This design comes from an exercise in tuning for small area on the open sky130 flow, not from production work. Where RTL was checked, it was by simulation tests only, not by an equivalence proof against the original. Power figures rest on the tool's default switching activity, not on a simulated workload.

## run 1
==> module frac_clk, before the edit <==
module frac_clk
  (
   input             clk,
   input             reset,
   input [29:0]      factor_mul,
   input [29:0]      factor_div,
   output reg        en
   );
  reg [30:0] e;
  wire       pos = ~e[30];
  wire [30:0] a = e;
  wire [30:0] b = {1'b0, factor_mul};
  wire [30:0] c = {pos, ~factor_div & {30{pos}}};
  wire [30:0] s = a ^ b ^ c;
  wire [30:0] k = (a & b) | (a & c) | (b & c);
  wire [30:0] y = {k[29:0], pos};
  wire [31:0] cy;
  assign cy[0] = 1'b0;
  genvar i;
  generate
    for (i = 0; i < 31; i = i + 1)
      begin : rc
        assign cy[i+1] = (s[i] & y[i]) | (s[i] & cy[i]) | (y[i] & cy[i]);
      end
  endgenerate
  wire [30:0] e_next = s ^ y ^ cy[30:0];
  always @(posedge clk)
    begin
      if (reset)
        begin
          e <= {31{1'b1}};
          en <= 1'b0;
        end
      else
        begin
          e <= e_next;
          en <= pos;
        end
    end
endmodule
==> module mini_audio, before the edit <==
module mini_audio
  (
   input         clk,
   input         reset,
   input [31:0]  data,
   input         valid_toggle,
   input [31:0]  ext_factor_mul,
   input [31:0]  ext_factor_div,
   output        full,
   output        ext_audio_r,
   output        ext_audio_l
   );
  reg toggle;
  reg toggle_prev;
  always @(posedge clk)
    begin
      if (reset)
        begin
          toggle <= 1'b0;
          toggle_prev <= 1'b0;
        end
      else
        begin
          toggle <= valid_toggle;
          toggle_prev <= toggle;
        end
    end
  wire        req;
  wire [31:0] sample;
  reg [16:0]  sample_sum_r;
  reg [16:0]  sample_sum_l;
  assign ext_audio_r = sample_sum_r[16];
  assign ext_audio_l = sample_sum_l[16];
  wire [16:0] cr, cl;
  assign cr[0] = 1'b0;
  assign cl[0] = 1'b0;
  genvar i;
  generate
    for (i = 0; i < 16; i = i + 1)
      begin : rc
        assign cr[i+1] = (sample_sum_r[i] & sample[16+i]) | (sample_sum_r[i] & cr[i]) | (sample[16+i] & cr[i]);
        assign cl[i+1] = (sample_sum_l[i] & sample[i]) | (sample_sum_l[i] & cl[i]) | (sample[i] & cl[i]);
      end
  endgenerate
  always @(posedge clk)
    begin
      if (reset)
        begin
          sample_sum_r <= 17'd0;
          sample_sum_l <= 17'd0;
        end
      else
        begin
          sample_sum_r <= {cr[16], sample_sum_r[15:0] ^ sample[31:16] ^ cr[15:0]};
          sample_sum_l <= {cl[16], sample_sum_l[15:0] ^ sample[15:0] ^ cl[15:0]};
        end
    end
  frac_clk frac_clk_0
    (
     .clk (clk),
     .reset (reset),
     .factor_mul (ext_factor_mul[29:0]),
     .factor_div (ext_factor_div[29:0]),
     .en (req)
     );
  fifo fifo_0
    (
     .clk (clk),
     .reset (reset),
     .req_r (req),
     .toggle_diff (toggle ^ toggle_prev),
     .data_w (data),
     .data_held (sample),
     .full (full)
     );
endmodule
make LEC_CHECK=0 CAP_MARGIN=20 CORE_MARGIN=2 CORE_UTILIZATION=40 SLEW_MARGIN=20 finish   # period 10.0 ns
run.sh (not shown) runs the stock make flow with config.mk's settings and CLKGATE_MAP_FILE= SYNTH_SCRIPT=/design/flow/synth_recipe.tcl, a recipe that flattens the netlist after the stock synthesis.
Run 1: all stages done; final checks FAILED (setup timing).
Setup changes, run 1 to run 2
--- a/flow/design.v
+++ b/flow/design.v
@@ -52,24 +52,8 @@
    output reg        en
    );
   reg [30:0] e;
   wire       pos = ~e[30];
-  wire [30:0] a = e;
-  wire [30:0] b = {1'b0, factor_mul};
-  wire [30:0] c = {pos, ~factor_div & {30{pos}}};
-  wire [30:0] s = a ^ b ^ c;
-  wire [30:0] k = (a & b) | (a & c) | (b & c);
-  wire [30:0] y = {k[29:0], pos};
-  wire [31:0] cy;
-  assign cy[0] = 1'b0;
-  genvar i;
-  generate
-    for (i = 0; i < 31; i = i + 1)
-      begin : rc
-        assign cy[i+1] = (s[i] & y[i]) | (s[i] & cy[i]) | (y[i] & cy[i]);
-      end
-  endgenerate
-  wire [30:0] e_next = s ^ y ^ cy[30:0];
   always @(posedge clk)
     begin
       if (reset)
         begin
@@ -77,9 +61,9 @@
           en <= 1'b0;
         end
       else
         begin
-          e <= e_next;
+          e <= e + {1'b0, factor_mul} - (pos ? {1'b0, factor_div} : 31'd0);
           en <= pos;
         end
     end
 endmodule
@@ -115,19 +99,8 @@
   reg [16:0]  sample_sum_r;
   reg [16:0]  sample_sum_l;
   assign ext_audio_r = sample_sum_r[16];
   assign ext_audio_l = sample_sum_l[16];
-  wire [16:0] cr, cl;
-  assign cr[0] = 1'b0;
-  assign cl[0] = 1'b0;
-  genvar i;
-  generate
-    for (i = 0; i < 16; i = i + 1)
-      begin : rc
-        assign cr[i+1] = (sample_sum_r[i] & sample[16+i]) | (sample_sum_r[i] & cr[i]) | (sample[16+i] & cr[i]);
-        assign cl[i+1] = (sample_sum_l[i] & sample[i]) | (sample_sum_l[i] & cl[i]) | (sample[i] & cl[i]);
-      end
-  endgenerate
   always @(posedge clk)
     begin
       if (reset)
         begin
@@ -135,10 +108,10 @@
           sample_sum_l <= 17'd0;
         end
       else
         begin
-          sample_sum_r <= {cr[16], sample_sum_r[15:0] ^ sample[31:16] ^ cr[15:0]};
-          sample_sum_l <= {cl[16], sample_sum_l[15:0] ^ sample[15:0] ^ cl[15:0]};
+          sample_sum_r <= sample_sum_r[15:0] + sample[31:16];
+          sample_sum_l <= sample_sum_l[15:0] + sample[15:0];
         end
     end
   frac_clk frac_clk_0
     (
==> comparison <==
Run 2 ended with every stage complete and zero timing, DRC or antenna violations. Run 2 ends up with higher die span in y than run 1 does. The wire length of the first global-routing pass of run 2 is higher than that of run 1. Run 2 vs run 1 — post-layout total power climbed by more than 10%. Cell area | run 2 vs run 1 | run 2 larger. Going from run 1 to run 2, maximum ir drop on the vdd rail shrank by more than 10%. Depth of the worst register-to-register path for run 2: 21 down relative to run 1. Per the comparison of run 2 with run 1, switching power as a share of total power grew by 5.7 points, max capacitance violation total stayed essentially flat, worst hold slack rose 0.0042 ns. Compared run 2 vs run 1, and compound-cell area share of the yosys netlist is up in run 2.
Function not checked in run 1: the RTL went through the layout flow alone.

[port drivers added, routing unchanged]
How much do the figures lean on ideal ports? The routed layouts below were timed once more, with nothing changed but the port constraints.
Step 1, drivers: a clkbuf_16 drives clk and a buf_2 each remaining input, both assumed.
Step 2 adds t to the input delays and takes it off the output delays; t is the mean of the earliest and latest rising clock arrival at the registers after step 1. Input paths then give back, and output paths get back, about the clock's delay inside the block.
Slacks: ideal / step 1 / step 2; pairs: ideal / step 1.
run	t, ns	slack for setup (ns)	hold WS [ns]	pins driven straight from the clock port
run 1	0.678	-2.699 / -2.677 / -3.355	0.485 / 0.485 / 0.485	1
run 2	0.677	4.800 / 4.737 / 4.229	0.489 / 0.489 / 0.489	1
For run 1, which loses most, drivers alone change the setup slack by +0.022 ns; drivers and shift together by -0.656 ns.
